Context: an optimization exercise on an open-source flow, tuned for a short achievable clock period and few clock cycles. The choices shown serve that exercise and are no tape-out recipe.
No functional check of the RTL was part of any run shown here.
The flow treats the clock pin as an ideal source, which a real chip does not have.
Power is estimated from default activity; no workload was simulated.

### flow/flow/run.sh
#!/bin/bash
# Layout flow: the standard synthesis, unchanged, then the standard ORFS
# steps with these settings changed:
#  - ports are buffered with a plain buffer (by default the port buffering
#    picks a delay cell, which the footprint-bound sizing then mostly keeps);
#  - the resizer may swap a cell for one of the same function with another
#    footprint;
#  - CTS ends with a second timing repair pass (flow/extra_repair.tcl).
# Each step's output is kept in a log of its own here.
set -euo pipefail
bash standard.sh synth > synth.log 2>&1
bash standard.sh "BUFFER_PORTS_ARGS=-buffer_cell sky130_fd_sc_hd__buf_6" MATCH_CELL_FOOTPRINT=0 \
	"POST_CTS_TCL=$PWD/flow/extra_repair.tcl" finish > layout.log 2>&1
### flow/flow/extra_repair.tcl
# A second timing repair pass at the end of CTS (the first one, ORFS's own,
# often stops with paths it could still improve), then legalize again.
estimate_parasitics -placement
repair_timing_helper
set result [catch { detailed_placement } msg]
if { $result != 0 } {
  error "Detailed placement failed after the extra repair: $msg"
}
check_placement -verbose
estimate_parasitics -placement
report_worst_slack -max
### flow/standard.sh
#!/bin/bash
# synth_recipe.tcl (not shown) runs the flow's synth.tcl, then flattens the netlist and writes it again
# the make line also repeats each setting of config.mk as NAME=value (left out here)
make -C /OpenROAD-flow-scripts/flow DESIGN_CONFIG=/design/flow/config.mk WORK_HOME=/design/flow/orfs CLKGATE_MAP_FILE= SYNTH_SCRIPT=/design/flow/synth_recipe.tcl "${@:-finish}"
### flow/config.mk
export PLATFORM = sky130hd
export DESIGN_NAME = ARMLEG
export DESIGN_NICKNAME = ARMLEG
export VERILOG_FILES = /design/flow/design.v
export SDC_FILE = /design/flow/constraint.sdc
export NUM_CORES = 8
export LEC_CHECK = 0
export CAP_MARGIN = 20
export CORE_MARGIN = 2
export CORE_UTILIZATION = 30
export GPL_TIMING_DRIVEN = 1
export SETUP_SLACK_MARGIN = 5
export SLEW_MARGIN = 20
export SYNTH_HIERARCHICAL = 1
### flow/constraint.sdc
create_clock -name core_clock -period 8.0 [get_ports {CLOCK}]
set_input_delay 1.6000 -clock core_clock [delete_from_list [all_inputs] [get_ports {CLOCK}]]
set_output_delay 1.6000 -clock core_clock [all_outputs]
set_load 0.01 [all_outputs]
### flow/design.v
module ALU (
	input [63:0] base,
	input [8:0] imm,
	output [63:0] addr
);
	wire [8:0] lp, lg;
	wire [8:0] a1, b1, a2, b2, a3, b3, c;
	genvar i;
	generate
		for (i = 0; i < 9; i = i + 1) begin : lo
			Xor2 cp (base[i], imm[i], lp[i]);
			And2 cg (base[i], imm[i], lg[i]);
			if (i >= 1) PreI c1 (lg[i], lp[i], lg[i-1], lp[i-1], a1[i], b1[i]);
			else begin assign a1[i] = ~lg[i]; assign b1[i] = ~lp[i]; end
			if (i >= 2) PreN c2 (a1[i], b1[i], a1[i-2], b1[i-2], a2[i], b2[i]);
			else begin assign a2[i] = ~a1[i]; assign b2[i] = ~b1[i]; end
			if (i >= 4) PreI c3 (a2[i], b2[i], a2[i-4], b2[i-4], a3[i], b3[i]);
			else begin assign a3[i] = ~a2[i]; assign b3[i] = ~b2[i]; end
			if (i >= 8) GenN c4 (a3[i], b3[i], a3[i-8], c[i]);
			else assign c[i] = ~a3[i];
		end
	endgenerate
	wire [8:0] lo_sum = lp ^ {c[7:0], 1'b0};
	wire c9 = c[8];
	wire [54:0] hi = base[63:9];
	wire [54:0] o0 = hi, z0 = ~hi;
	wire [54:0] o1, z1, o2, z2, o3, z3, o4, z4, o5, z5, o6, z6;
	generate
		for (i = 0; i < 55; i = i + 1) begin : pre
			if (i >= 1) begin AndI ao1 (o0[i], o0[i-1], o1[i]); AndI az1 (z0[i], z0[i-1], z1[i]); end
			else begin assign o1[i] = ~o0[i]; assign z1[i] = ~z0[i]; end
			if (i >= 2) begin AndN ao2 (o1[i], o1[i-2], o2[i]); AndN az2 (z1[i], z1[i-2], z2[i]); end
			else begin assign o2[i] = ~o1[i]; assign z2[i] = ~z1[i]; end
			if (i >= 4) begin AndI ao3 (o2[i], o2[i-4], o3[i]); AndI az3 (z2[i], z2[i-4], z3[i]); end
			else begin assign o3[i] = ~o2[i]; assign z3[i] = ~z2[i]; end
			if (i >= 8) begin AndN ao4 (o3[i], o3[i-8], o4[i]); AndN az4 (z3[i], z3[i-8], z4[i]); end
			else begin assign o4[i] = ~o3[i]; assign z4[i] = ~z3[i]; end
			if (i >= 16) begin AndI ao5 (o4[i], o4[i-16], o5[i]); AndI az5 (z4[i], z4[i-16], z5[i]); end
			else begin assign o5[i] = ~o4[i]; assign z5[i] = ~z4[i]; end
			if (i >= 32) begin AndN ao6 (o5[i], o5[i-32], o6[i]); AndN az6 (z5[i], z5[i-32], z6[i]); end
			else begin assign o6[i] = ~o5[i]; assign z6[i] = ~z5[i]; end
		end
	endgenerate
	wire [54:0] ones = {o6[53:0], 1'b1};
	wire [54:0] zeros = {z6[53:0], 1'b1};
	wire up = c9 & ~imm[8];
	wire down = ~c9 & imm[8];
	assign addr = {hi ^ (({55{up}} & ones) | ({55{down}} & zeros)), lo_sum};
endmodule
module ALUControl (
	input [63:0] a,
	input [63:0] b,       
	input cin,
	input add,
	input and_,
	input orr,
	output z
);
	wire [63:0] p, g, an, bad_add;
	genvar i;
	generate
		for (i = 0; i < 64; i = i + 1) begin : bt
			Xor2 cp (a[i], b[i], p[i]);
			Or2 cg (a[i], b[i], g[i]);
			And2 ca (a[i], b[i], an[i]);
			if (i == 0) Xor2 cb (p[i], cin, bad_add[i]);
			else Xor2 cb (p[i], g[i-1], bad_add[i]);
		end
	endgenerate
	wire nz_add, nz_and, nz_orr;
	SignExtend t_add (.v(bad_add), .nz(nz_add));
	SignExtend t_and (.v(an), .nz(nz_and));
	SignExtend t_orr (.v(g), .nz(nz_orr));
	assign z = (add & ~nz_add) | (and_ & ~nz_and) | (orr & ~nz_orr);
endmodule
module Adder (
	input [63:0] a,
	input [63:0] b,
	input cin,
	output [63:0] sum,
	output [63:0] sumn
);
	wire [63:0] p, g;
	genvar i;
	generate
		for (i = 0; i < 64; i = i + 1) begin : pg
			Xor2 cp (a[i], b[i], p[i]);
			And2 cg (a[i], b[i], g[i]);
		end
	endgenerate
	wire [63:0] g0 = {g[62:0], cin};
	wire [63:0] p0 = {p[62:0], 1'b0};
	wire [63:0] g1, p1, g2, p2, g3, p3, g4, p4, g5, p5, g6;
	generate
		for (i = 0; i < 64; i = i + 1) begin : l
			if (i >= 1) PreI c1 (g0[i], p0[i], g0[i-1], p0[i-1], g1[i], p1[i]);
			else begin assign g1[i] = ~g0[i]; assign p1[i] = ~p0[i]; end
			if (i >= 2) PreN c2 (g1[i], p1[i], g1[i-2], p1[i-2], g2[i], p2[i]);
			else begin assign g2[i] = ~g1[i]; assign p2[i] = ~p1[i]; end
			if (i >= 4) PreI c3 (g2[i], p2[i], g2[i-4], p2[i-4], g3[i], p3[i]);
			else begin assign g3[i] = ~g2[i]; assign p3[i] = ~p2[i]; end
			if (i >= 8) PreN c4 (g3[i], p3[i], g3[i-8], p3[i-8], g4[i], p4[i]);
			else begin assign g4[i] = ~g3[i]; assign p4[i] = ~p3[i]; end
			if (i >= 16) PreI c5 (g4[i], p4[i], g4[i-16], p4[i-16], g5[i], p5[i]);
			else begin assign g5[i] = ~g4[i]; assign p5[i] = ~p4[i]; end
			if (i >= 32) GenN c6 (g5[i], p5[i], g5[i-32], g6[i]);
			else assign g6[i] = ~g5[i];
		end
	endgenerate
	generate
		for (i = 0; i < 64; i = i + 1) begin : s
			Xor2 cs (p[i], g6[i], sum[i]);
			Xnor2 cn (p[i], g6[i], sumn[i]);
		end
	endgenerate
endmodule
module ControlUnit (
	input [31:0] inst,
	input [9:0] pc,
	input dwr,              
	input [4:0] d_rd,
	input d_zok,            
	input x_wr,
	input [4:0] x_rd,
	input w_wr,
	input [4:0] w_rd,
	input w_z,
	input [30:0] zf,
	output t0,
	output ta,
	output tb,
	output stall,
	output cbz_d,           
	output cbz_w,           
	output cbz_l,           
	input d_isLD,           
	input x_isLD,           
	output [9:0] q_t,
	output [9:0] q_nt,
	output [9:0] tgt_cbz,
	input btb_hit,
	input [9:0] btb_tgt,
	output [9:0] tgt_b      
);
	wire isB = inst[31:26] == 6'b000101;
	wire isCBZ = inst[31:24] == 8'hB4;
	wire isLDST = (inst[31:23] == 9'b111110000) & ~inst[21];    
	wire [4:0] rn = inst[9:5];
	wire [4:0] rt = inst[4:0];
	wire rt31 = rt == 5'd31;
	wire eq_dt, eq_xt, eq_wt, eq_dn;
	HazardDetectionUnit c_dt (.a(d_rd), .b(rt), .eq(eq_dt));
	HazardDetectionUnit c_xt (.a(x_rd), .b(rt), .eq(eq_xt));
	HazardDetectionUnit c_wt (.a(w_rd), .b(rt), .eq(eq_wt));
	HazardDetectionUnit c_dn (.a(d_rd), .b(rn), .eq(eq_dn));
	wire xt = dwr & eq_dt;
	wire wt = x_wr & eq_xt;
	wire w2t = w_wr & eq_wt;
	wire zrf = rt31 | zf[rt];
	wire e = rt31 | (~xt & ~wt & (w2t ? w_z : zrf));
	assign t0 = isB | (isCBZ & e);
	assign ta = isCBZ & xt & d_zok;
	assign tb = isCBZ & ~xt & wt & ~x_isLD;
	assign cbz_w = isCBZ & ~xt & wt & x_isLD;
	assign cbz_d = isCBZ & ~rt31 & xt & ~d_zok & ~d_isLD;
	assign cbz_l = isCBZ & ~rt31 & xt & d_isLD;
	assign stall = isLDST & dwr & eq_dn;
	wire [9:0] tgtB, tgtC;
	ProgramCounter add_b (.a(pc), .b(inst[9:0]), .sum(tgtB));
	ProgramCounter add_c (.a(pc), .b(inst[14:5]), .sum(tgtC));
	wire [9:0] seq = pc + 10'd1;
	assign tgt_cbz = tgtC;
	assign q_t = stall ? pc : isB ? tgtB : tgtC;
	assign q_nt = stall ? pc : btb_hit ? btb_tgt : seq;
	assign tgt_b = tgtB;
endmodule
module DataMemoryMUX (
	input [63:0] a,
	input [63:0] b,
	input add,            
	input sub,
	input and_,
	input orr,
	output z
);
	wire [63:0] p, g, an, bad_add;
	genvar i;
	generate
		for (i = 0; i < 64; i = i + 1) begin : bt
			Xor2 cp (a[i], b[i], p[i]);
			Or2 cg (a[i], b[i], g[i]);
			And2 ca (a[i], b[i], an[i]);
			if (i == 0) assign bad_add[i] = p[i];
			else Xor2 cb (p[i], g[i-1], bad_add[i]);
		end
	endgenerate
	wire nz_add, nz_sub, nz_and, nz_orr;
	SignExtend t_add (.v(bad_add), .nz(nz_add));
	SignExtend t_sub (.v(p), .nz(nz_sub));
	SignExtend t_and (.v(an), .nz(nz_and));
	SignExtend t_orr (.v(g), .nz(nz_orr));
	assign z = (add & ~nz_add) | (sub & ~nz_sub) | (and_ & ~nz_and) | (orr & ~nz_orr);
endmodule
module EXMEM (
	input CLOCK,
	input d,
	output reg q
);
	always @(posedge CLOCK)
		q <= d;
endmodule
module ForwardingUnitALUMuxA (
	input s0, input [63:0] d0,
	input s1, input [63:0] d1,
	input s2, input [63:0] d2,
	output [63:0] y
);
	wire [63:0] n0, n1, n2;
	genvar i;
	generate
		for (i = 0; i < 64; i = i + 1) begin : b
			AndI c0 (s0, d0[i], n0[i]);
			AndI c1 (s1, d1[i], n1[i]);
			AndI c2 (s2, d2[i], n2[i]);
			Nand3 o (n0[i], n1[i], n2[i], y[i]);
		end
	endgenerate
endmodule
module ForwardingUnitALUMuxB (
	input e0s, input [63:0] e0,
	input e1s, input [63:0] e1,
	input e2s, input [63:0] e2,
	input e3s, input [63:0] e3,
	input l0s, input [63:0] l0,
	input l1s, input [63:0] l1,
	output [63:0] y
);
	genvar i;
	generate
		for (i = 0; i < 64; i = i + 1) begin : b
			wire n0, n1, n2, n3, en, m0, m1;
			AndI c0 (e0s, e0[i], n0);
			AndI c1 (e1s, e1[i], n1);
			AndI c2 (e2s, e2[i], n2);
			AndI c3 (e3s, e3[i], n3);
			And4 ce (n0, n1, n2, n3, en);      
			AndI d0 (l0s, l0[i], m0);
			AndI d1 (l1s, l1[i], m1);
			Nand3 o (en, m0, m1, y[i]);
		end
	endgenerate
endmodule
module HazardDetectionUnit (
	input [4:0] a,
	input [4:0] b,
	output eq
);
	wire [4:0] x;
	genvar i;
	generate
		for (i = 0; i < 5; i = i + 1) begin : bt
			Xnor2 c (a[i], b[i], x[i]);
		end
	endgenerate
	wire n0, n1;
	Nand3 c0 (x[0], x[1], x[2], n0);
	AndI c1 (x[3], x[4], n1);
	Nor2 c2 (n0, n1, eq);
endmodule
module IDEX (
	input [4:0] sel,
	output [31:0] line
);
	genvar i;
	generate
		for (i = 0; i < 32; i = i + 1) begin : l
			assign line[i] = sel == i;
		end
	endgenerate
endmodule
module IFID (
	input CLOCK,
	input [9:0] d,
	output reg [9:0] q
);
	always @(posedge CLOCK)
		q <= d;
endmodule
module MEMWB (
	input CLOCK,
	input [63:0] d,
	output reg [63:0] q
);
	always @(posedge CLOCK)
		q <= d;
endmodule
module ProgramCounter (
	input [9:0] a,
	input [9:0] b,
	output [9:0] sum
);
	wire [9:0] p = a ^ b;
	wire [9:0] g = a & b;
	wire [9:0] g1, p1, g2, p2, g3, p3, c;
	genvar i;
	generate
		for (i = 0; i < 10; i = i + 1) begin : l
			if (i >= 1) PreI c1 (g[i], p[i], g[i-1], p[i-1], g1[i], p1[i]);
			else begin assign g1[i] = ~g[i]; assign p1[i] = ~p[i]; end
			if (i >= 2) PreN c2 (g1[i], p1[i], g1[i-2], p1[i-2], g2[i], p2[i]);
			else begin assign g2[i] = ~g1[i]; assign p2[i] = ~p1[i]; end
			if (i >= 4) PreI c3 (g2[i], p2[i], g2[i-4], p2[i-4], g3[i], p3[i]);
			else begin assign g3[i] = ~g2[i]; assign p3[i] = ~p2[i]; end
			if (i >= 8) GenN c4 (g3[i], p3[i], g3[i-8], c[i]);
			else assign c[i] = ~g3[i];
		end
	endgenerate
	assign sum = p ^ {c[8:0], 1'b0};
endmodule
module ProgramCounterMUX (
	input [9:0] q_t,
	input [9:0] q_nt,
	input [9:0] d_tgt,
	input [9:0] x_tgt,
	input t0,
	input ta,
	input tb,
	input r1,               
	input r2,               
	input rx,               
	input stall,
	input d_zv,
	input x_zalu,
	output [9:0] pc_next,
	output d_valid_next
);
	wire take = t0 | (ta & d_zv) | (tb & x_zalu);
	wire red = (r1 & x_zalu) | r2;
	assign pc_next = rx ? x_tgt : red ? d_tgt : take ? q_t : q_nt;
	assign d_valid_next = ~rx & ~red & ~stall;
endmodule
module RegisterModule (
	input [31*64-1:0] regs,
	input [4:0] sel,
	output [63:0] q
);
	wire [4:0] seln;
	genvar i, k;
	generate
		for (i = 0; i < 5; i = i + 1) begin : t1
			Inv c (sel[i], seln[i]);
		end
		for (k = 0; k < 8; k = k + 1) begin : s
			wire [4:0] sk;
			for (i = 0; i < 5; i = i + 1) begin : t2
				Inv c (seln[i], sk[i]);
			end
			wire [31*8-1:0] slice;
			for (i = 0; i < 31; i = i + 1) begin : r
				assign slice[i*8 +: 8] = regs[i*64 + k*8 +: 8];
			end
			RegisterMux m (.regs(slice), .sel(sk), .q(q[k*8 +: 8]));
		end
	endgenerate
endmodule
module RegisterMux (
	input [31*8-1:0] regs,
	input [4:0] sel,
	output [7:0] q
);
	wire [31:0] line;
	IDEX dec (.sel(sel), .line(line));
	genvar i, j;
	generate
		for (j = 0; j < 8; j = j + 1) begin : b
			wire [31:0] n;       
			for (i = 0; i < 31; i = i + 1) begin : r
				AndI c (line[i], regs[i*8 + j], n[i]);
			end
			assign n[31] = 1'b1;
			wire [7:0] o;        
			for (i = 0; i < 8; i = i + 1) begin : g4
				Nand4 c (n[4*i], n[4*i+1], n[4*i+2], n[4*i+3], o[i]);
			end
			wire [3:0] p;        
			for (i = 0; i < 4; i = i + 1) begin : g8
				Nor2 c (o[2*i], o[2*i+1], p[i]);
			end
			Nand4 out (p[0], p[1], p[2], p[3], q[j]);
		end
	endgenerate
endmodule
module PreI (input g1, input p1, input g0, input p0, output gn, output pn);
	assign gn = ~(g1 | (p1 & g0));
	assign pn = ~(p1 & p0);
endmodule
module PreN (input gn1, input pn1, input gn0, input pn0, output g, output p);
	assign g = ~(gn1 & (pn1 | gn0));
	assign p = ~(pn1 | pn0);
endmodule
module GenI (input g1, input p1, input g0, output gn);
	assign gn = ~(g1 | (p1 & g0));
endmodule
module GenN (input gn1, input pn1, input gn0, output g);
	assign g = ~(gn1 & (pn1 | gn0));
endmodule
module AndI (input a1, input a0, output yn);
	assign yn = ~(a1 & a0);
endmodule
module AndN (input an1, input an0, output y);
	assign y = ~(an1 | an0);
endmodule
module Nand3 (input a, input b, input c, output y);
	assign y = ~(a & b & c);
endmodule
module Xor2 (input a, input b, output y);
	assign y = a ^ b;
endmodule
module Xnor2 (input a, input b, output y);
	assign y = ~(a ^ b);
endmodule
module And2 (input a, input b, output y);
	assign y = a & b;
endmodule
module And4 (input a, input b, input c, input d, output y);
	assign y = a & b & c & d;
endmodule
module Nor2 (input a, input b, output y);
	assign y = ~(a | b);
endmodule
module Inv (input a, output y);
	assign y = ~a;
endmodule
module Or2 (input a, input b, output y);
	assign y = a | b;
endmodule
module Nand4 (input a, input b, input c, input d, output y);
	assign y = ~(a & b & c & d);
endmodule
module SignExtend (
	input [63:0] v,
	output nz
);
	wire [31:0] l1;
	wire [15:0] l2;
	wire [7:0] l3;
	wire [3:0] l4;
	wire [1:0] l5;
	genvar i;
	generate
		for (i = 0; i < 32; i = i + 1) begin : a
			AndN c (v[2*i], v[2*i+1], l1[i]);         
		end
		for (i = 0; i < 16; i = i + 1) begin : b
			AndI c (l1[2*i], l1[2*i+1], l2[i]);       
		end
		for (i = 0; i < 8; i = i + 1) begin : c
			AndN c (l2[2*i], l2[2*i+1], l3[i]);
		end
		for (i = 0; i < 4; i = i + 1) begin : d
			AndI c (l3[2*i], l3[2*i+1], l4[i]);
		end
		for (i = 0; i < 2; i = i + 1) begin : e
			AndN c (l4[2*i], l4[2*i+1], l5[i]);
		end
	endgenerate
	AndI f (l5[0], l5[1], nz);
endmodule
module ARMLEG (
	input CLOCK,
	input RESET,
	output [63:0] imem_addr,
	input [31:0] imem_data,
	output [63:0] dmem_addr,
	output [63:0] dmem_wdata,
	output dmem_we,
	output dmem_re,
	input [63:0] dmem_rdata
);
	integer i;
	reg [9:0] pc;
	reg d_valid;
	reg d_isLD, d_isST, d_add, d_sub, d_and, d_orr, d_cbz, d_wr;
	reg d_cbzW, d_cbzL;             
	reg [4:0] d_rd;
	reg [63:0] d_vn, d_vb;          
	reg d_xa, d_wa, d_w2a, d_ra;    
	reg d_xb, d_wb, d_w2b, d_rb;    
	reg d_xa_add, d_xa_and, d_xa_orr, d_xa_ld;    
	reg d_xb_and, d_xb_orr, d_xb_ld, d_xb_addp, d_xb_addn;
	reg [8:0] d_imm;
	reg [9:0] d_tgt;
	reg d_zok;
	reg x_isLD, x_isST, x_add, x_and, x_orr, x_sub, x_wr;
	reg x_cbzL;
	reg [9:0] x_tgt;
	reg [4:0] x_rd;
	reg [63:0] x_a, x_bi, x_addr;     
	wire [63:0] x_wd;                 
	wire x_we, x_re;                  
	wire [9:0] pc_out;                
	reg w_wr, w2_wr;
	reg [4:0] w_rd, w2_rd;
	reg [63:0] w_res, w2_res;
	reg w_z;
	wire [63:0] w_data;    
	reg [30:0] w_we;       
	reg [63:0] rf [0:30];
	reg [30:0] zf;
	wire [63:0] x_sum, x_sumn;
	Adder alu_add (.a(x_a), .b(x_bi), .cin(x_sub), .sum(x_sum), .sumn(x_sumn));
	wire [63:0] x_andv = x_a & x_bi;
	wire [63:0] x_orv = x_a | x_bi;
	wire [63:0] x_out, x_out2;
	ForwardingUnitALUMuxB mux_x (.e0s(x_isLD), .e0(dmem_rdata), .e1s(x_and), .e1(x_andv), .e2s(x_orr), .e2(x_orv),
		.e3s(1'b0), .e3(64'b0), .l0s(x_add), .l0(x_sum), .l1s(1'b0), .l1(64'b0), .y(x_out));
	ForwardingUnitALUMuxB mux_x2 (.e0s(x_isLD), .e0(dmem_rdata), .e1s(x_and), .e1(x_andv), .e2s(x_orr), .e2(x_orv),
		.e3s(1'b0), .e3(64'b0), .l0s(x_add), .l0(x_sum), .l1s(1'b0), .l1(64'b0), .y(x_out2));
	wire x_zalu, rdata_nz;
	ALUControl zt_alu (.a(x_a), .b(x_bi), .cin(x_sub), .add(x_add), .and_(x_and), .orr(x_orr), .z(x_zalu));
	SignExtend zt_ld (.v(dmem_rdata), .nz(rdata_nz));
	wire x_ldz = ~rdata_nz;
	wire x_z = x_zalu | (x_isLD & x_ldz);
	assign dmem_addr = x_addr;
	assign dmem_wdata = x_wd;
	assign dmem_we = x_we;
	assign dmem_re = x_re;
	MEMWB w_copy (.CLOCK(CLOCK), .d(x_out2), .q(w_data));
	wire [63:0] va, vb;
	ForwardingUnitALUMuxA mux_a (.s0(d_wa), .d0(w_res), .s1(d_w2a), .d1(w2_res), .s2(d_ra), .d2(d_vn), .y(va));
	ForwardingUnitALUMuxA mux_b (.s0(d_wb), .d0(w_res), .s1(d_w2b), .d1(w2_res), .s2(d_rb), .d2(d_vb), .y(vb));
	wire [63:0] sub64 = {64{d_sub}};
	wire [63:0] opa, opbi;
	ForwardingUnitALUMuxB mux_opa (.e0s(d_xa_and), .e0(x_andv), .e1s(d_xa_orr), .e1(x_orv), .e2s(d_xa_ld), .e2(dmem_rdata),
		.e3s(~d_xa), .e3(va), .l0s(d_xa_add), .l0(x_sum), .l1s(1'b0), .l1(64'b0), .y(opa));
	ForwardingUnitALUMuxB mux_opb (.e0s(d_xb_and), .e0(x_andv ^ sub64), .e1s(d_xb_orr), .e1(x_orv ^ sub64),
		.e2s(d_xb_ld), .e2(dmem_rdata ^ sub64), .e3s(~d_xb), .e3(vb ^ sub64),
		.l0s(d_xb_addp), .l0(x_sum), .l1s(d_xb_addn), .l1(x_sumn), .y(opbi));
	MEMWB wd_copy (.CLOCK(CLOCK), .d(opbi), .q(x_wd));    
	wire [63:0] addr, addr_w, addr_w2, addr_rf;
	ALU agu_w (.base(w_res), .imm(d_imm), .addr(addr_w));
	ALU agu_w2 (.base(w2_res), .imm(d_imm), .addr(addr_w2));
	ALU agu_rf (.base(d_vn), .imm(d_imm), .addr(addr_rf));
	ForwardingUnitALUMuxA mux_addr (.s0(d_wa), .d0(addr_w), .s1(d_w2a), .d1(addr_w2), .s2(d_ra), .d2(addr_rf), .y(addr));
	wire d_zv;
	DataMemoryMUX zt_d (.a(d_vn), .b(d_vb), .add(d_add & ~d_sub), .sub(d_sub), .and_(d_and), .orr(d_orr), .z(d_zv));
	assign imem_addr = {52'b0, pc_out, 2'b00};
	wire [31:0] inst = imem_data;
	wire [10:0] op11 = inst[31:21];
	wire f_isB   = inst[31:26] == 6'b000101;
	wire f_isCBZ = inst[31:24] == 8'hB4;
	wire f_isADD = op11 == 11'h458;
	wire f_isSUB = op11 == 11'h658;
	wire f_isAND = op11 == 11'h450;
	wire f_isORR = op11 == 11'h550;
	wire f_isLD  = op11 == 11'h7C2;
	wire f_isST  = op11 == 11'h7C0;
	wire f_isR   = f_isADD | f_isSUB | f_isAND | f_isORR;
	wire [4:0] f_rn = inst[9:5];
	wire [4:0] f_rm = inst[20:16];
	wire [4:0] f_rt = inst[4:0];
	wire [4:0] f_rb = inst[28] ? f_rt : f_rm;
	wire f_rt31 = f_rt == 5'd31;
	wire [31*64-1:0] rf_flat;
	genvar gi;
	generate
		for (gi = 0; gi < 31; gi = gi + 1) begin : rff
			assign rf_flat[gi*64 +: 64] = rf[gi];
		end
	endgenerate
	wire [63:0] f_vn, f_vb;
	RegisterModule rd_n (.regs(rf_flat), .sel(f_rn), .q(f_vn));
	RegisterModule rd_b (.regs(rf_flat), .sel(f_rb), .q(f_vb));
	wire dwr = d_valid & d_wr;
	wire f_xa = dwr & (d_rd == f_rn);
	wire f_wa = x_wr & (x_rd == f_rn);
	wire f_w2a = w_wr & (w_rd == f_rn);
	wire f_xb = dwr & (d_rd == f_rb);
	wire f_wb = x_wr & (x_rd == f_rb);
	wire f_w2b = w_wr & (w_rd == f_rb);
	reg [7:0] btb_v;
	reg [9:0] btb_key [0:7];
	reg [9:0] btb_tg [0:7];
	reg [2:0] btb_next;
	wire [9:0] pc_prev = pc - 10'd1;    
	reg ins_v;
	reg [9:0] ins_key, ins_tgt;
	reg btb_hit, btb_known;
	reg [9:0] btb_t;
	integer bi;
	always @(*) begin
		btb_hit = 1'b0;
		btb_known = 1'b0;
		btb_t = 10'b0;
		for (bi = 0; bi < 8; bi = bi + 1) begin
			if (btb_v[bi] && btb_key[bi] == pc) begin
				btb_hit = 1'b1;
				btb_t = btb_t | btb_tg[bi];
			end
			if (btb_v[bi] && btb_key[bi] == ins_key)
				btb_known = 1'b1;
		end
	end
	wire [9:0] f_tgtB;
	wire c_t0, c_ta, c_tb, stall, f_cbzD, f_cbzW, f_cbzL;
	wire [9:0] q_t, q_nt, f_tgtC, pc_next;
	wire dv_next;
	ControlUnit fctl (.inst(inst), .pc(pc), .dwr(dwr), .d_rd(d_rd), .d_zok(d_zok),
		.x_wr(x_wr), .x_rd(x_rd), .w_wr(w_wr), .w_rd(w_rd), .w_z(w_z), .zf(zf),
		.t0(c_t0), .ta(c_ta), .tb(c_tb), .stall(stall), .cbz_d(f_cbzD),
		.cbz_w(f_cbzW), .cbz_l(f_cbzL), .d_isLD(d_isLD), .x_isLD(x_isLD),
		.q_t(q_t), .q_nt(q_nt), .tgt_cbz(f_tgtC),
		.btb_hit(btb_hit), .btb_tgt(btb_t), .tgt_b(f_tgtB));
	wire f_isNOP = ~f_isB & ~f_isCBZ & ~f_isR & ~f_isLD & ~f_isST;
	wire f_fold = f_isB | (f_isCBZ & f_rt31) | f_isNOP;
	wire [9:0] f_fold_tgt = f_isB ? f_tgtB : f_isCBZ ? f_tgtC : (pc + 10'd1);
	wire redx = x_cbzL & w_z;
	ProgramCounterMUX pc_mux (.q_t(q_t & {10{~RESET}}), .q_nt(q_nt & {10{~RESET}}), .d_tgt(d_tgt & {10{~RESET}}), .t0(c_t0), .ta(c_ta), .tb(c_tb),
		.x_tgt(x_tgt & {10{~RESET}}),
		.r1(d_valid & d_cbz), .r2(d_valid & d_cbzW & w_z), .rx(redx), .stall(stall), .d_zv(d_zv), .x_zalu(x_zalu),
		.pc_next(pc_next), .d_valid_next(dv_next));
	wire x_ld_next = ~RESET & d_valid & ~redx & d_isLD;
	wire x_st_next = ~RESET & d_valid & ~redx & d_isST;
	wire [9:0] pc_d = pc_next;    
	EXMEM re_copy (.CLOCK(CLOCK), .d(x_ld_next), .q(x_re));
	EXMEM we_copy (.CLOCK(CLOCK), .d(x_st_next), .q(x_we));
	IFID pc_copy (.CLOCK(CLOCK), .d(pc_d), .q(pc_out));
	always @(posedge CLOCK) begin
		pc <= pc_d;
		if (RESET) begin
			btb_v <= 8'b0;
			btb_next <= 3'd0;
		end else if (ins_v && !btb_known) begin
			btb_v[btb_next] <= 1'b1;
			btb_key[btb_next] <= ins_key;
			btb_tg[btb_next] <= ins_tgt;
			btb_next <= btb_next + 3'd1;
		end
		ins_v <= ~RESET & f_fold;
		ins_key <= pc_prev;
		ins_tgt <= f_fold_tgt;
		d_valid <= ~RESET & dv_next;
		d_isLD <= f_isLD;
		d_isST <= f_isST;
		d_add <= f_isADD | f_isSUB;
		d_sub <= f_isSUB;
		d_and <= f_isAND;
		d_orr <= f_isORR;
		d_cbz <= f_cbzD;
		d_cbzW <= f_cbzW;
		d_cbzL <= f_cbzL;
		d_wr <= (f_isR | f_isLD) & ~f_rt31;
		d_rd <= f_rt;
		d_imm <= inst[20:12];
		d_tgt <= f_tgtC;
		d_vn <= f_vn;
		d_vb <= f_vb;
		d_xa <= f_xa;
		d_wa <= f_wa;
		d_w2a <= f_w2a & ~f_wa;
		d_ra <= ~f_wa & ~f_w2a;
		d_xb <= f_xb;
		d_zok <= (f_isR) & ~f_xa & ~f_wa & ~f_w2a & ~f_xb & ~f_wb & ~f_w2b;
		d_xa_add <= f_xa & d_add;
		d_xa_and <= f_xa & d_and;
		d_xa_orr <= f_xa & d_orr;
		d_xa_ld <= f_xa & d_isLD;
		d_xb_and <= f_xb & d_and;
		d_xb_orr <= f_xb & d_orr;
		d_xb_ld <= f_xb & d_isLD;
		d_xb_addp <= f_xb & d_add & ~f_isSUB;
		d_xb_addn <= f_xb & d_add & f_isSUB;
		d_wb <= f_wb;
		d_w2b <= f_w2b & ~f_wb;
		d_rb <= ~f_wb & ~f_w2b;
		x_isLD <= x_ld_next;
		x_isST <= x_st_next;
		if (RESET || !d_valid || redx)
			x_wr <= 1'b0;
		else
			x_wr <= d_wr;
		x_cbzL <= ~RESET & d_valid & ~redx & d_cbzL;
		x_tgt <= d_tgt;
		x_add <= d_add;
		x_sub <= d_sub;
		x_and <= d_and;
		x_orr <= d_orr;
		x_rd <= d_rd;
		x_a <= opa;
		x_bi <= opbi;
		x_addr <= addr;
		w_wr <= ~RESET & x_wr;
		w_rd <= x_rd;
		w_res <= x_out;
		w_z <= x_z;
		w2_wr <= ~RESET & w_wr;
		w2_rd <= w_rd;
		w2_res <= w_res;
		for (i = 0; i < 31; i = i + 1)
			w_we[i] <= ~RESET & x_wr & (x_rd == i);
		for (i = 0; i < 31; i = i + 1)
			if (w_we[i]) begin
				rf[i] <= w_data;
				zf[i] <= w_z;
			end
	end
endmodule
==> results of run 1 <==
==> area by class of cell <==
type | count | area [um2] | share of cell area, %
antenna | 44 | 110 | 0.0577
clock buffer | 399 | 8760 | 4.59
clock inverter | 191 | 2240 | 1.17
inverter | 430 | 1870 | 0.978
multi-input combinational | 15200 | 81800 | 42.9
sequential | 2918 | 80900 | 42.4
tap | 6757 | 8450 | 4.43
timing repair buffer | 626 | 6640 | 3.48
timing repair inverter | 5 | 90.1 | 0.0472
==> power by group through the flow <==
stage / Clock, mW / Combinational [mW] / Sequential, mW
floorplan: 0 / 3.68 / 17.6
global placement: 0 / 6.04 / 17.9
detailed placement: 0 / 6.05 / 17.9
global route: 16.5 / 7.39 / 17.8
finish: 15.7 / 7.04 / 17.7
==> flip-flops by register name (all words and copies together) (netlist names), 8 cells and up <==
signal,cells
x_a,64
btb_key,80
w_res,64
ins_tgt,10
rf,1984
d_vn,64
zf,31
btb_v,8
d_tgt,10
d_vb,64
ins_key,10
pc_copy.q,10
x_addr,64
w_we,31
wd_copy.q,64
w2_res,64
btb_tg,80
pc,10
d_imm,9
w_copy.q,64
x_tgt,10
x_bi,64
==> layout by cell type, fill, tap and decap left out, types with 48 or more instances in the layout <==
cell type	instances
nand3_4	55
or2_2	73
o21ai_2	156
dfxtp_1	374
nor2_1	1750
clkbuf_16	344
or2_1	126
xor2_2	59
nand3_1	420
and2_1	297
inv_1	370
conb_1	822
xor2_4	65
nor2_4	264
nand3b_1	51
buf_4	292
dfxtp_2	288
a22oi_1	61
buf_12	52
dfxtp_4	81
clkinv_2	57
xnor2_1	399
nor2_2	252
xor2_1	593
nand4_1	1209
and4_1	262
nand2_2	64
a21oi_2	225
buf_6	259
or3b_4	48
nand2_1	7257
edfxtp_1	2175
a22oi_2	55
==> routing by layer <==
| layer | track usage (%) | vias up | wire, um |
|---|---|---|---|
| met5 | 0 | - | 163 |
| met4 | 14.5 | 24 | 45000 |
| met3 | 5.61 | 1523 | 73400 |
| met2 | 36.8 | 8299 | 288000 |
| met1 | 32.9 | 68500 | 272000 |
| li1 | - | 63100 | - |
==> through the flow <==
stage / setup WS (ps) / hold slack, ps / util [%] / area, um2 / cells
after global routing: 4710 / 348 / 37.1 / 191000 / 26500
final: 4770 / 343 / 37.2 / 191000 / 26600
after detailed placement: 3230 / 331 / 33.3 / 171000 / 25700
after global placement: 3270 / 327 / 33.3 / 171000 / 25700
after floorplan: 4520 / 324 / - / 160000 / 18800
==> final timing paths <==
kind / to / slack, ps
worst min-delay path: x_tgt[0] / 340
worst max-delay path: dmem_addr[41] / 4770
worst max register to register: x_addr[56] / 4840
worst min register to register: x_tgt[0] / 340
==> impl_results.md, run 1 <==
* Status: no timing/DRC/antenna violations
* Final clock skew at 55.9 ps
* Hold Startpoint: d_tgt[0]
* Critical Path, Cell by Cell: buf_6
* Crit path time final at roughly 3200 ps
* Sw Ratio at 30.4%
* FF-to-FF path depth at 15
* Slew Limit Fails at 0
* Peak VDD IR at 0.174 mV
* Core area at a little over 0.5 mm2
* Final nets at 19600
* Pre-Repair DR Iteration Count at 12
* Share of cells above drive strength 1 at about 16%
* DIE HEIGHT at 722 um
* Worst setup SP type: flip-flop
* CTS tree: built
* Worst setup path class: flip-flop to output port
* Crit Reg-Reg Startpoint: d_imm[6]
* IO Count at 292
* Crit path from: x_addr[41]
* Crit path required time at 6400 ps
* Max Fclk at 0.310 GHz
* Initial DRC count at about 19000
* Final hold vios at 0
* DRT Wirelength at 679 mm
* Design internal power at about 28 mW
* Clock power share at 38.7%
* Worst-path clk slew at 60 ps
* Final Total Pwr at 40.4 mW
* Post-detail-place hpwl at just under 500 mm
* Number of synthesis warnings at 11
* Tightest Pin Transition at 1120 ps
* Pwr dens at 212 mW/mm2
* Flop pwr share at between 40% and 50%
* Hold path cells at 0
* Combinational fraction of design power at 17.4%
* Worst hold path type: flip-flop to flip-flop
* Vias in the first global route at 131000
* Max cap viols at 0
* Layout fillers at 51300
* Vias per inst at 5.32
* RSZ-0062 raised after global routing: true
* Post-Syn Area at 0.155 mm2
* Largest net degree at the start of global routing at 131
* Relative slew slack at 25.3%
* Stages on worst setup path at 1
* Tcrit/Tclk final at slightly above 40%
* Syn Inst Count at 18000
* Total number of vias at 141000
* Global Route Usage Sum at 24.7%
* Port Buffers at 237
* Crit. End Element: output port
* Initial antenna violation count at 66
* Net Sw Power at 12.3 mW
* DR WL/cell at 25.5 um
* Antenna-violating nets left at 0
* DIE AREA at 0.521 mm2
* Static Leakage at ~64 nW
* GR Overflow Total at 0
* Row cnt at approximately 260
* Avg Cell Area, Syn at 8.60 um2
* DRC viols at 0
* Crit path max fanout at 1
* Clock latency (worst-skew pair) at 1000 ps
* CP delay by family, top: flip-flops
* Die W at 722 um
* GPL Wtd Cong at 1.07
* Combined buffer and inverter count along the critical path at 1
* Synth-to-layout area growth at 23.3%
* Slowest cell on the critical path: dfxtp_4
* First-pass GRT wire length at 942 mm
* Initial Util at 30.1%
* Final setup fails at 0
* Clock sinks at 2918
* Critical path arrival at 1630 ps
* Critical path's largest stage delay at about 480 ps
* Fin Setup TNS at 0 ps
==> inputs of run 2 (changes only) <==
--- a/flow/config.mk
+++ b/flow/config.mk
@@ -8,5 +8,5 @@
 export CAP_MARGIN = 20
 export CORE_MARGIN = 2
-export CORE_UTILIZATION = 30
+export CORE_UTILIZATION = 35
 export GPL_TIMING_DRIVEN = 1
 export SETUP_SLACK_MARGIN = 5
==> impl_results.md, run 2 <==
* Status: no timing/DRC/antenna violations
* Critical path's largest stage delay at 470 ps (about the same)
* Worst setup path class: flip-flop to output port
* Total number of vias at 141000 (-0.21%)
* Die W at 669 um (-7.4%)
* Avg Cell Area, Syn at 8.60 um2 (unchanged)
* RSZ-0062 raised after global routing: true
* Flip-flop count of the largest register after layout at 1984 (unchanged)
* GPL Wtd Cong at 1.04 (-2.4%)
* Clock sinks at 2918 (unchanged)
* Pwr dens at 214 mW/mm2 (+0.88%)
* Tightest Pin Transition at 1130 ps (+13.8 ps)
* R2r setup slk at 4950 ps (+110 ps)
* Vias per inst at 5.48 (+3.0%)
* Static Leakage at 63.6 nW (-0.13%)
* Layout Utilization at 43.1% (+6.0 points)
* Crit path time final at 3200 ps (-31.7 ps)
* Port Buffers at 237 (unchanged)
* Fin Setup TNS at 0 ps (unchanged)
* Slew Limit Fails at 0 (unchanged)
* Final nets at 19700 (+0.076%)
* Crit path max fanout at 1 (unchanged)
* Synth-to-layout area growth at 22.9%
* Number of synthesis warnings at 11 (unchanged)
* Post-Syn Area at 0.155 mm2 (unchanged)
* Most common cell after layout, fill and taps aside: nand2_1
* Final setup fails at 0 (unchanged)
* Combined buffer and inverter count along the critical path at 1 (unchanged)
* DR WL/cell at 26.6 um (+4.2%)
* Post-detail-place hpwl at 487 mm (+0.27%)
* CTS tree: built
* DRC viols at 0 (unchanged)
* CP delay by family, top: flip-flops
* Crit. End Element: output port
* Clock latency (worst-skew pair) at 990 ps (about the same)
* Vias in the first global route at 129000 (-0.99%)
* DIE AREA at 0.447 mm2 (-14%)
* Syn Inst Count at 18000 (unchanged)
* Final Total Pwr at 40.7 mW (+0.52%)
* Antenna-violating nets left at 0 (unchanged)
* Final setup margin at 4800 ps (+31.7 ps)
* Tcrit/Tclk final at 39.9% (-0.40 points)
* Largest regs: rf (1984), btb_key (80), btb_tg (80)
* Max cap viols at 0 (unchanged)
* Share of cells above drive strength 1 at 16.4% (+0.22 points)
* Dpl ws at 3130 ps (-100 ps)
* Row cnt at 244 (-7.2%)
* IO Count at 292 (unchanged)
* Initial DRC count at 19000 (+2.8%)
* Final hold vios at 0 (unchanged)
* Critical path arrival at 1600 ps (-30 ps)
* Peak VDD IR at 0.155 mV (-11%)
* Slowest cell on the critical path: dfxtp_4
* Worst hold path type: flip-flop to flip-flop
* Final clock skew at 70.9 ps (+15.0 ps)
* Crit path required time at 6400 ps (about the same)
* Largest Register: rf
* GR Overflow Total at 0 (unchanged)
* Core area at 0.441 mm2 (-14%)
* Relative slew slack at 24.4% (-0.92 points)
* Critical Path, Cell by Cell: buf_6
* Global Route Usage Sum at 29.3% (+4.6 points)
* Initial antenna violation count at 60 (-9.1%)
* Initial Util at 35.1% (+5.0 points)
* Max Fclk at 0.313 GHz (+0.99%)
* DRT Wirelength at 685 mm (+0.91%)
* Pre-Repair DR Iteration Count at 6 (-6)
* Worst-path clk slew at 60 ps (about the same)
* DIE HEIGHT at 669 um (-7.4%)
* Worst setup SP type: flip-flop
* Most frequent cells in the layout: nand2_1 (7268), edfxtp_1 (2175), nor2_1 (1698)
* First-pass GRT wire length at 950 mm (+0.80%)
* Largest net degree at the start of global routing at 125 (-4.6%)
==> run 2: layout make-up <==
class,instances,area [um2]
Antenna cell,39,97.6
Clock buffer,418,8840
Clock inverter,181,2170
Fill cell,42600,251000
Inverter,430,1860
Multi-Input combinational cell,15200,82200
Sequential cell,2918,80900
Tap cell,5904,7390
Timing Repair Buffer,646,6610
Timing Repair inverter,1,11.3
==> run 2: worst paths after layout <==
kind                                 start       endpoint  cells past startpoint
worst max-delay path            x_addr[61]  dmem_addr[61]                      1
worst min-delay path              d_tgt[2]       x_tgt[2]                      0
worst max register to register    d_imm[6]     x_addr[44]                     13
worst min register to register    d_tgt[2]       x_tgt[2]                      0
==> run 2: metrics by stage <==
step           area [um2]  cells  hold WS, ps
2_1_floorplan      160000  18800          324
3_3_place_gp       170000  24900          328
3_5_place_dp       170000  24900          329
5_1_grt            190000  25700          358
6_report           190000  25700          343
==> run 2: metal layers <==
| layer | up-vias | global-route usage [%] | wire, um |
|---|---|---|---|
| met2 | 8156 | 44.2 | 294000 |
| li1 | 63200 | - | - |
| met1 | 68500 | 40.2 | 281000 |
| met5 | - | 0 | 186 |
| met4 | 28 | 14.3 | 39600 |
| met3 | 1353 | 5.74 | 69900 |
==> run 2: where the power goes <==
group | leakage (nW) | internal, mW | switching [mW]
Clock | 5.32 | 9.05 | 6.60
Combinational | 32.3 | 2.40 | 4.83
Sequential | 26.0 | 16.8 | 1.00
Total | 63.6 | 28.2 | 12.4

-- re-timing with driven ports --
Ports are ideal in the flow. The routed layouts listed here were re-timed in OpenROAD. Step 1 assumes that a clkbuf_16 drives the clock port and a buf_2 every other input. Step 2 adds t to the input delays and takes it off the output delays; t is the mean of the earliest and latest rising clock arrival at the registers after step 1. Input paths then give back, and output paths get back, about the clock's delay inside the block. a / b / c = ideal / step 1 / step 2; a / b = the first two.
run	shift t [ns]	setup slack, ns	worst data-port slew with drivers (ns)	pins driven straight from the clock port
run 1	1.098	4.773 / 4.648 / 3.852	0.33	1
run 2	1.075	4.805 / 4.680 / 3.864	0.15	1
After both steps every run listed still meets setup and hold. For run 2, which loses most, drivers alone change the setup slack by -0.125 ns; drivers and shift together by -0.941 ns.
